From an optimization exercise on the open Yosys and OpenROAD flow, aimed at small area and a short achievable clock period; shortcuts taken in it are not production practice.
RTL that was checked went through simulation tests only; none was proved equivalent to the original.

==> pepper: inputs <==
// IIR
module IIR (
    input              clk,
    input              rst_n,
    input        [7:0] adc,
    output       [7:0] dac,
    output             adc_clk,
    output             dac_clk
);
==> flow/config.mk <==
export PLATFORM = sky130hd
export DESIGN_NAME = IIR
export DESIGN_NICKNAME = IIR
export VERILOG_FILES = /design/flow/design.v
export SDC_FILE = /design/flow/constraint.sdc
export NUM_CORES = 4
export LEC_CHECK = 0
export CAP_MARGIN = 20
export CORE_MARGIN = 2
export CORE_UTILIZATION = 40
export SLEW_MARGIN = 20
export SYNTH_HIERARCHICAL = 1
export SYNTH_MINIMUM_KEEP_SIZE = 0
==> flow/constraint.sdc <==
create_clock -name core_clock -period 17.0 [get_ports {clk}]
set_input_delay 3.4000 -clock core_clock [delete_from_list [all_inputs] [get_ports {clk}]]
set_output_delay 3.4000 -clock core_clock [all_outputs]
set_load 0.01 [all_outputs]
standard.sh (not shown) runs the stock make flow with config.mk's settings and CLKGATE_MAP_FILE= SYNTH_SCRIPT=/design/flow/synth_recipe.tcl, a recipe that flattens the netlist after the stock synthesis.
==> flow/flow/run.sh <==
#!/bin/bash
# Standard ORFS layout with two changes: plain buffers (buf_2) on the ports
# instead of the delay cells buffer_ports picks by default, and a clock tree
# without dummy load cells, built from small clock buffers.
set -o pipefail
cp standard.sh standard_sh.txt
export BUFFER_PORTS_ARGS="-buffer_cell sky130_fd_sc_hd__buf_2"
export CTS_ARGS="-sink_clustering_enable -repair_clock_nets -dont_use_dummy_load -buf_list {sky130_fd_sc_hd__clkbuf_4 sky130_fd_sc_hd__clkbuf_8}"
bash standard.sh > standard.log 2>&1
==> ember (differences from pepper) <==
--- a/flow/design.v
+++ b/flow/design.v
@@ -304,13 +304,13 @@
 wire c280;
 wire s281;
 wire c282;
 wire s283;
 wire c284;
 wire [20:0] sum1;
-assign sum1 = {s283, s281, s277, c262, s261, s249, s235, c202, c182, c160, c138, s137, c92, c72, s71, s53, s37, c18, s17, s11, x1[0]} + {1'b0, 1'b0, 1'b0, s271, 1'b0, 1'b0, 1'b0, s219, s201, s181, s159, 1'b0, s113, s91, 1'b0, 1'b0, 1'b0, s25, 1'b0, 1'b0, y2[0]};
+assign sum1 = {c282, c278, c272, c262, c250, c236, c220, c202, c182, c160, c138, s135, c92, c72, c54, s51, s37, adc[1], adc[0], s11, x1[0]} + {s283, s281, s277, s271, s261, s249, s235, s219, s201, s181, s159, s137, s113, s91, s71, s53, 1'b0, s25, s17, 1'b0, y2[0]};
 wire [9:0] wn = {1'b0, adc, 1'b0} + {2'b0, x1};
 assign i1 = ~y1[8];
 assign i2 = ~y2[8];
 assign i3 = ~y2[0];
 assign i4 = ~y2[1];
 assign i5 = ~y2[2];
@@ -319,41 +319,44 @@
 assign i8 = ~y2[5];
 assign i9 = ~y2[6];
 assign i10 = ~y2[7];
 iir_fa us11 (.a(x1[1]), .b(y1[0]), .c(y2[1]), .s(s11), .co(c12));
 iir_fa us13 (.a(w[0]), .b(x1[2]), .c(y1[1]), .s(s13), .co(c14));
 iir_fa us15 (.a(y2[2]), .b(y2[0]), .c(c12), .s(s15), .co(c16));
-iir_fa us17 (.a(s13), .b(s15), .c(adc[0]), .s(s17), .co(c18));
+assign s17 = s13 ^ s15;
+assign c18 = s13 & s15;
 iir_fa us19 (.a(w[1]), .b(x1[3]), .c(y1[2]), .s(s19), .co(c20));
 iir_fa us21 (.a(y1[0]), .b(y2[3]), .c(y2[1]), .s(s21), .co(c22));
 iir_fa us23 (.a(c14), .b(s19), .c(s21), .s(s23), .co(c24));
-iir_fa us25 (.a(c16), .b(s23), .c(adc[1]), .s(s25), .co(c26));
+iir_fa us25 (.a(c16), .b(s23), .c(c18), .s(s25), .co(c26));
 iir_fa us27 (.a(w[2]), .b(w[0]), .c(x1[4]), .s(s27), .co(c28));
 iir_fa us29 (.a(y1[3]), .b(y1[1]), .c(y2[4]), .s(s29), .co(c30));
 iir_fa us31 (.a(y2[2]), .b(c20), .c(c22), .s(s31), .co(c32));
 iir_fa us33 (.a(s27), .b(s29), .c(c24), .s(s33), .co(c34));
-iir_fa us35 (.a(s31), .b(s33), .c(adc[2]), .s(s35), .co(c36));
-iir_fa us37 (.a(adc[0]), .b(c26), .c(s35), .s(s37), .co(c38));
+iir_fa us35 (.a(s31), .b(s33), .c(c26), .s(s35), .co(c36));
+iir_fa us37 (.a(s35), .b(adc[2]), .c(adc[0]), .s(s37), .co(c38));
 assign s39 = ~(w[3] ^ w[1]);
 assign c40 = w[3] | w[1];
 iir_fa us41 (.a(x1[5]), .b(y1[4]), .c(y1[2]), .s(s41), .co(c42));
 iir_fa us43 (.a(y2[5]), .b(y2[3]), .c(i3), .s(s43), .co(c44));
 iir_fa us45 (.a(s39), .b(c28), .c(c30), .s(s45), .co(c46));
 iir_fa us47 (.a(s41), .b(s43), .c(c32), .s(s47), .co(c48));
 iir_fa us49 (.a(s45), .b(c34), .c(s47), .s(s49), .co(c50));
-iir_fa us51 (.a(s49), .b(adc[3]), .c(adc[1]), .s(s51), .co(c52));
-iir_fa us53 (.a(c36), .b(s51), .c(c38), .s(s53), .co(c54));
+iir_fa us51 (.a(s49), .b(c36), .c(adc[3]), .s(s51), .co(c52));
+assign s53 = adc[1] ^ c38;
+assign c54 = adc[1] & c38;
 iir_fa us55 (.a(w[4]), .b(w[2]), .c(x1[6]), .s(s55), .co(c56));
 iir_fa us57 (.a(y1[5]), .b(y1[3]), .c(y1[0]), .s(s57), .co(c58));
 iir_fa us59 (.a(y2[6]), .b(y2[4]), .c(i4), .s(s59), .co(c60));
 iir_fa us61 (.a(c40), .b(c42), .c(s55), .s(s61), .co(c62));
 iir_fa us63 (.a(s57), .b(c44), .c(s59), .s(s63), .co(c64));
 iir_fa us65 (.a(c46), .b(s61), .c(s63), .s(s65), .co(c66));
 iir_fa us67 (.a(c48), .b(s65), .c(c50), .s(s67), .co(c68));
 iir_fa us69 (.a(s67), .b(adc[4]), .c(adc[2]), .s(s69), .co(c70));
-iir_fa us71 (.a(c52), .b(s69), .c(c54), .s(s71), .co(c72));
+assign s71 = c52 ^ s69;
+assign c72 = c52 & s69;
 assign s73 = ~(w[5] ^ w[3]);
 assign c74 = w[5] | w[3];
 iir_fa us75 (.a(x1[7]), .b(y1[6]), .c(y1[4]), .s(s75), .co(c76));
 iir_fa us77 (.a(y1[1]), .b(y2[7]), .c(y2[5]), .s(s77), .co(c78));
 iir_fa us79 (.a(i5), .b(i3), .c(s73), .s(s79), .co(c80));
 iir_fa us81 (.a(c56), .b(c58), .c(s75), .s(s81), .co(c82));
@@ -382,13 +385,14 @@
 iir_fa us125 (.a(c98), .b(s119), .c(c100), .s(s125), .co(c126));
 iir_fa us127 (.a(s121), .b(c102), .c(s123), .s(s127), .co(c128));
 iir_fa us129 (.a(c104), .b(s125), .c(c106), .s(s129), .co(c130));
 iir_fa us131 (.a(s127), .b(c108), .c(s129), .s(s131), .co(c132));
 iir_fa us133 (.a(s131), .b(c110), .c(adc[7]), .s(s133), .co(c134));
 iir_fa us135 (.a(adc[5]), .b(adc[1]), .c(c112), .s(s135), .co(c136));
-iir_fa us137 (.a(s133), .b(c114), .c(s135), .s(s137), .co(c138));
+assign s137 = s133 ^ c114;
+assign c138 = s133 & c114;
 iir_fa us139 (.a(w[8]), .b(w[6]), .c(w[2]), .s(s139), .co(c140));
 iir_fa us141 (.a(y1[7]), .b(y1[4]), .c(y1[1]), .s(s141), .co(c142));
 iir_fa us143 (.a(y2[1]), .b(i2), .c(i8), .s(s143), .co(c144));
 iir_fa us145 (.a(i6), .b(c116), .c(c118), .s(s145), .co(c146));
 iir_fa us147 (.a(s139), .b(s141), .c(c120), .s(s147), .co(c148));
 iir_fa us149 (.a(s143), .b(c122), .c(c124), .s(s149), .co(c150));
@@ -433,39 +437,45 @@
 iir_fa us223 (.a(y2[5]), .b(i1), .c(i10), .s(s223), .co(c224));
 iir_fa us225 (.a(i6), .b(c204), .c(c206), .s(s225), .co(c226));
 iir_fa us227 (.a(s221), .b(c208), .c(s223), .s(s227), .co(c228));
 iir_fa us229 (.a(c210), .b(s225), .c(c212), .s(s229), .co(c230));
 iir_fa us231 (.a(s227), .b(c214), .c(s229), .s(s231), .co(c232));
 iir_fa us233 (.a(c216), .b(s231), .c(c218), .s(s233), .co(c234));
-iir_fa us235 (.a(adc[6]), .b(s233), .c(c220), .s(s235), .co(c236));
+assign s235 = adc[6] ^ s233;
+assign c236 = adc[6] & s233;
 iir_fa us237 (.a(w[7]), .b(y1[6]), .c(y1[3]), .s(s237), .co(c238));
 iir_fa us239 (.a(y2[8]), .b(y2[6]), .c(i7), .s(s239), .co(c240));
 iir_fa us241 (.a(c222), .b(s237), .c(c224), .s(s241), .co(c242));
 iir_fa us243 (.a(s239), .b(c226), .c(c228), .s(s243), .co(c244));
 iir_fa us245 (.a(s241), .b(c230), .c(s243), .s(s245), .co(c246));
 iir_fa us247 (.a(c232), .b(s245), .c(adc[7]), .s(s247), .co(c248));
-iir_fa us249 (.a(c234), .b(s247), .c(c236), .s(s249), .co(c250));
+assign s249 = c234 ^ s247;
+assign c250 = c234 & s247;
 assign s251 = ~(w[8] ^ y1[7]);
 assign c252 = w[8] | y1[7];
 iir_fa us253 (.a(y1[4]), .b(y2[7]), .c(i8), .s(s253), .co(c254));
 iir_fa us255 (.a(s251), .b(c238), .c(c240), .s(s255), .co(c256));
 iir_fa us257 (.a(s253), .b(c242), .c(s255), .s(s257), .co(c258));
 iir_fa us259 (.a(c244), .b(s257), .c(c246), .s(s259), .co(c260));
-iir_fa us261 (.a(s259), .b(c248), .c(c250), .s(s261), .co(c262));
+assign s261 = s259 ^ c248;
+assign c262 = s259 & c248;
 assign s263 = ~(w[9] ^ y1[5]);
 assign c264 = w[9] | y1[5];
 iir_fa us265 (.a(i1), .b(i2), .c(i9), .s(s265), .co(c266));
 iir_fa us267 (.a(c252), .b(s263), .c(c254), .s(s267), .co(c268));
 iir_fa us269 (.a(s265), .b(c256), .c(s267), .s(s269), .co(c270));
 iir_fa us271 (.a(c258), .b(s269), .c(c260), .s(s271), .co(c272));
 iir_fa us273 (.a(y1[6]), .b(i10), .c(c264), .s(s273), .co(c274));
 iir_fa us275 (.a(c266), .b(s273), .c(c268), .s(s275), .co(c276));
-iir_fa us277 (.a(s275), .b(c270), .c(c272), .s(s277), .co(c278));
+assign s277 = s275 ^ c270;
+assign c278 = s275 & c270;
 iir_fa us279 (.a(y1[7]), .b(y2[8]), .c(c274), .s(s279), .co(c280));
-iir_fa us281 (.a(s279), .b(c276), .c(c278), .s(s281), .co(c282));
-iir_fa us283 (.a(i1), .b(c280), .c(c282), .s(s283), .co(c284));
+assign s281 = s279 ^ c276;
+assign c282 = s279 & c276;
+assign s283 = i1 ^ c280;
+assign c284 = i1 & c280;
 assign y = sum1[20:12];
 assign dac = y[7:0];
 endmodule
 module iir_fa (input a, input b, input c, output s, output co);
 assign s = a ^ b ^ c;
 assign co = (a & b) | (a & c) | (b & c);
==> quartz (differences from pepper) <==
--- a/flow/design.v
+++ b/flow/design.v
@@ -13,18 +13,23 @@
     else if (c == 4'd11) begin c <= 4'd0; s <= ~s; end
     else c <= c + 4'd1;
 assign adc_clk = s;
 assign dac_clk = s;
 wire en = (c == 4'd11) & ~s;
 reg [7:0] x1;
-reg [9:0] w;     
 reg [8:0] y1, y2;
-wire [8:0] y;
+reg [9:0] w;    
 always @(posedge clk or negedge rst_n)
-    if (!rst_n) begin x1 <= 8'd0; w <= 10'd0; y1 <= 9'd0; y2 <= 9'd0; end
-    else if (en) begin x1 <= adc; w <= wn; y1 <= y; y2 <= y1; end
+    if (!rst_n) w <= 10'd0;
+    else if (en) w <= wn;
+wire [9:0] wn = {c300, s299, s297, s295, s293, s291, s289, s287, s285, x1[0]};
+wire [8:0] y = acc[20:12];
+assign dac = y[7:0];
+always @(posedge clk or negedge rst_n)
+    if (!rst_n) begin x1 <= 8'd0; y1 <= 9'd0; y2 <= 9'd0; end
+    else if (en) begin x1 <= adc; y1 <= y; y2 <= y1; end
 wire i1;
 wire i2;
 wire i3;
 wire i4;
 wire i5;
 wire i6;
@@ -303,15 +308,31 @@
 wire s279;
 wire c280;
 wire s281;
 wire c282;
 wire s283;
 wire c284;
-wire [20:0] sum1;
-assign sum1 = {s283, s281, s277, c262, s261, s249, s235, c202, c182, c160, c138, s137, c92, c72, s71, s53, s37, c18, s17, s11, x1[0]} + {1'b0, 1'b0, 1'b0, s271, 1'b0, 1'b0, 1'b0, s219, s201, s181, s159, 1'b0, s113, s91, 1'b0, 1'b0, 1'b0, s25, 1'b0, 1'b0, y2[0]};
-wire [9:0] wn = {1'b0, adc, 1'b0} + {2'b0, x1};
+wire s285;
+wire c286;
+wire s287;
+wire c288;
+wire s289;
+wire c290;
+wire s291;
+wire c292;
+wire s293;
+wire c294;
+wire s295;
+wire c296;
+wire s297;
+wire c298;
+wire s299;
+wire c300;
+wire [20:0] ra = {s283, s281, s277, c262, s261, s249, s235, c202, c182, c160, c138, s137, c92, c72, s71, s53, s37, c18, s17, s11, x1[0]};
+wire [20:0] rb = {1'b0, 1'b0, 1'b0, s271, 1'b0, 1'b0, 1'b0, s219, s201, s181, s159, 1'b0, s113, s91, 1'b0, 1'b0, 1'b0, s25, 1'b0, 1'b0, y2[0]};
+wire [20:0] acc = ra + rb;
 assign i1 = ~y1[8];
 assign i2 = ~y2[8];
 assign i3 = ~y2[0];
 assign i4 = ~y2[1];
 assign i5 = ~y2[2];
 assign i6 = ~y2[3];
@@ -460,13 +481,21 @@
 iir_fa us273 (.a(y1[6]), .b(i10), .c(c264), .s(s273), .co(c274));
 iir_fa us275 (.a(c266), .b(s273), .c(c268), .s(s275), .co(c276));
 iir_fa us277 (.a(s275), .b(c270), .c(c272), .s(s277), .co(c278));
 iir_fa us279 (.a(y1[7]), .b(y2[8]), .c(c274), .s(s279), .co(c280));
 iir_fa us281 (.a(s279), .b(c276), .c(c278), .s(s281), .co(c282));
 iir_fa us283 (.a(i1), .b(c280), .c(c282), .s(s283), .co(c284));
-assign y = sum1[20:12];
-assign dac = y[7:0];
+assign s285 = adc[0] ^ x1[1];
+assign c286 = adc[0] & x1[1];
+iir_fa us287 (.a(adc[1]), .b(x1[2]), .c(c286), .s(s287), .co(c288));
+iir_fa us289 (.a(adc[2]), .b(x1[3]), .c(c288), .s(s289), .co(c290));
+iir_fa us291 (.a(adc[3]), .b(x1[4]), .c(c290), .s(s291), .co(c292));
+iir_fa us293 (.a(adc[4]), .b(x1[5]), .c(c292), .s(s293), .co(c294));
+iir_fa us295 (.a(adc[5]), .b(x1[6]), .c(c294), .s(s295), .co(c296));
+iir_fa us297 (.a(adc[6]), .b(x1[7]), .c(c296), .s(s297), .co(c298));
+assign s299 = adc[7] ^ c298;
+assign c300 = adc[7] & c298;
 endmodule
 module iir_fa (input a, input b, input c, output s, output co);
 assign s = a ^ b ^ c;
 assign co = (a & b) | (a & c) | (b & c);
 endmodule
==> flow/flow/run.sh (replaced) <==
#!/bin/bash
# Standard ORFS layout (the standard.sh) with two changes:
#  - the ports get plain buffers (buf_2) instead of the delay cells that
#    buffer_ports picks by default;
#  - the clock tree is built from clkbuf_8 cells, without dummy load cells.
# standard.sh's and ORFS's output go to standard.log and orfs/logs/.
set -o pipefail
cp standard.sh standard_sh.txt
export BUFFER_PORTS_ARGS="-buffer_cell sky130_fd_sc_hd__buf_2"
export CTS_ARGS="-sink_clustering_enable -repair_clock_nets -dont_use_dummy_load -buf_list sky130_fd_sc_hd__clkbuf_8"
bash standard.sh > standard.log 2>&1
==> results_tabular.tex <==
\begin{tabular}{lr}
\hline
Metric & Value \\
\hline
\multicolumn{2}{l}{\textbf{Global routing}} \\
\quad Met2 track demand over resource in global routing & 30.57\% \\
\multicolumn{2}{l}{\textbf{Layout}} \\
\quad Core Util, Final & 43.63\% \\
\multicolumn{2}{l}{\textbf{Synth}} \\
\quad Leading post-synthesis cells by instance count & sky130\_fd\_sc\_hd\_\_fa\_1 (131), sky130\_fd\_sc\_hd\_\_nand2\_1 (51), sky130\_fd\_sc\_hd\_\_dfrtp\_1 (41), sky130\_fd\_sc\_hd\_\_inv\_1 (38), sky130\_fd\_sc\_hd\_\_ha\_1 (23) \\
\multicolumn{2}{l}{\textbf{Outcome}} \\
\quad Outcome & timing/DRC/antenna clean \\
\hline
\end{tabular}
the above is filed under pepper

==> results_tabular.tex <==
\begin{tabular}{lr}
\hline
Metric & Value \\
\hline
\multicolumn{2}{l}{\textbf{Global routing}} \\
\quad Met2 track demand over resource in global routing & 29.51\% \\
\multicolumn{2}{l}{\textbf{Outcome}} \\
\quad Outcome & timing/DRC/antenna clean \\
\multicolumn{2}{l}{\textbf{Route}} \\
\quad 1st-iter DRT viols & 156 \\
\multicolumn{2}{l}{\textbf{Layout}} \\
\quad Core Util, Final & 43.06\% \\
\hline
\end{tabular}
the above is filed under quartz

==> results_tabular.tex <==
\begin{tabular}{lr}
\hline
Metric & Value \\
\hline
\multicolumn{2}{l}{\textbf{Outcome}} \\
\quad Outcome & timing/DRC/antenna clean \\
\multicolumn{2}{l}{\textbf{Synth}} \\
\quad Number of enable-type register cells in the synthesized netlist & 0 \\
\quad Leading post-synthesis cells by instance count & sky130\_fd\_sc\_hd\_\_fa\_1 (121), sky130\_fd\_sc\_hd\_\_nand2\_1 (61), sky130\_fd\_sc\_hd\_\_dfrtp\_1 (41), sky130\_fd\_sc\_hd\_\_ha\_1 (41), sky130\_fd\_sc\_hd\_\_inv\_1 (41) \\
\multicolumn{2}{l}{\textbf{Worst hold path}} \\
\quad Number of cells on the worst hold path & 1 \\
\multicolumn{2}{l}{\textbf{Layout}} \\
\quad Core Util, Final & 43.14\% \\
\hline
\end{tabular}
the above is filed under ember

The RTL of pepper and ember was laid out without a check of its function.

==> port drivers added, routing unchanged <==
How much do the figures lean on ideal ports? The routed layouts below were timed once more, with nothing changed but the port constraints.
Step 1 sets driving cells, clkbuf_16 on the clock port and buf_2 on the other inputs (assumed; they add their load-dependent delay and slew).
Step 2, shift: input delay + t, output delay - t, t = (earliest + latest rising clock arrival at the registers) / 2. This alone moves slack from input paths to output paths.
a / b / c = ideal / step 1 / step 2; a / b = the first two.
run | t (ns) | setup WS [ns] | worst setup path after step 2 | worst register clock-pin slew, ns | pins driven straight from the clock port
pepper | 0.332 | 6.614 / 6.587 / 6.587 | input to output | 0.08 / 0.08 | 1
ember | 0.355 | 6.827 / 6.800 / 6.800 | input to output | 0.08 / 0.08 | 1
quartz | 0.330 | 7.011 / 6.986 / 6.986 | input to output | 0.08 / 0.08 | 1
After both steps setup and hold are still met in every run listed.
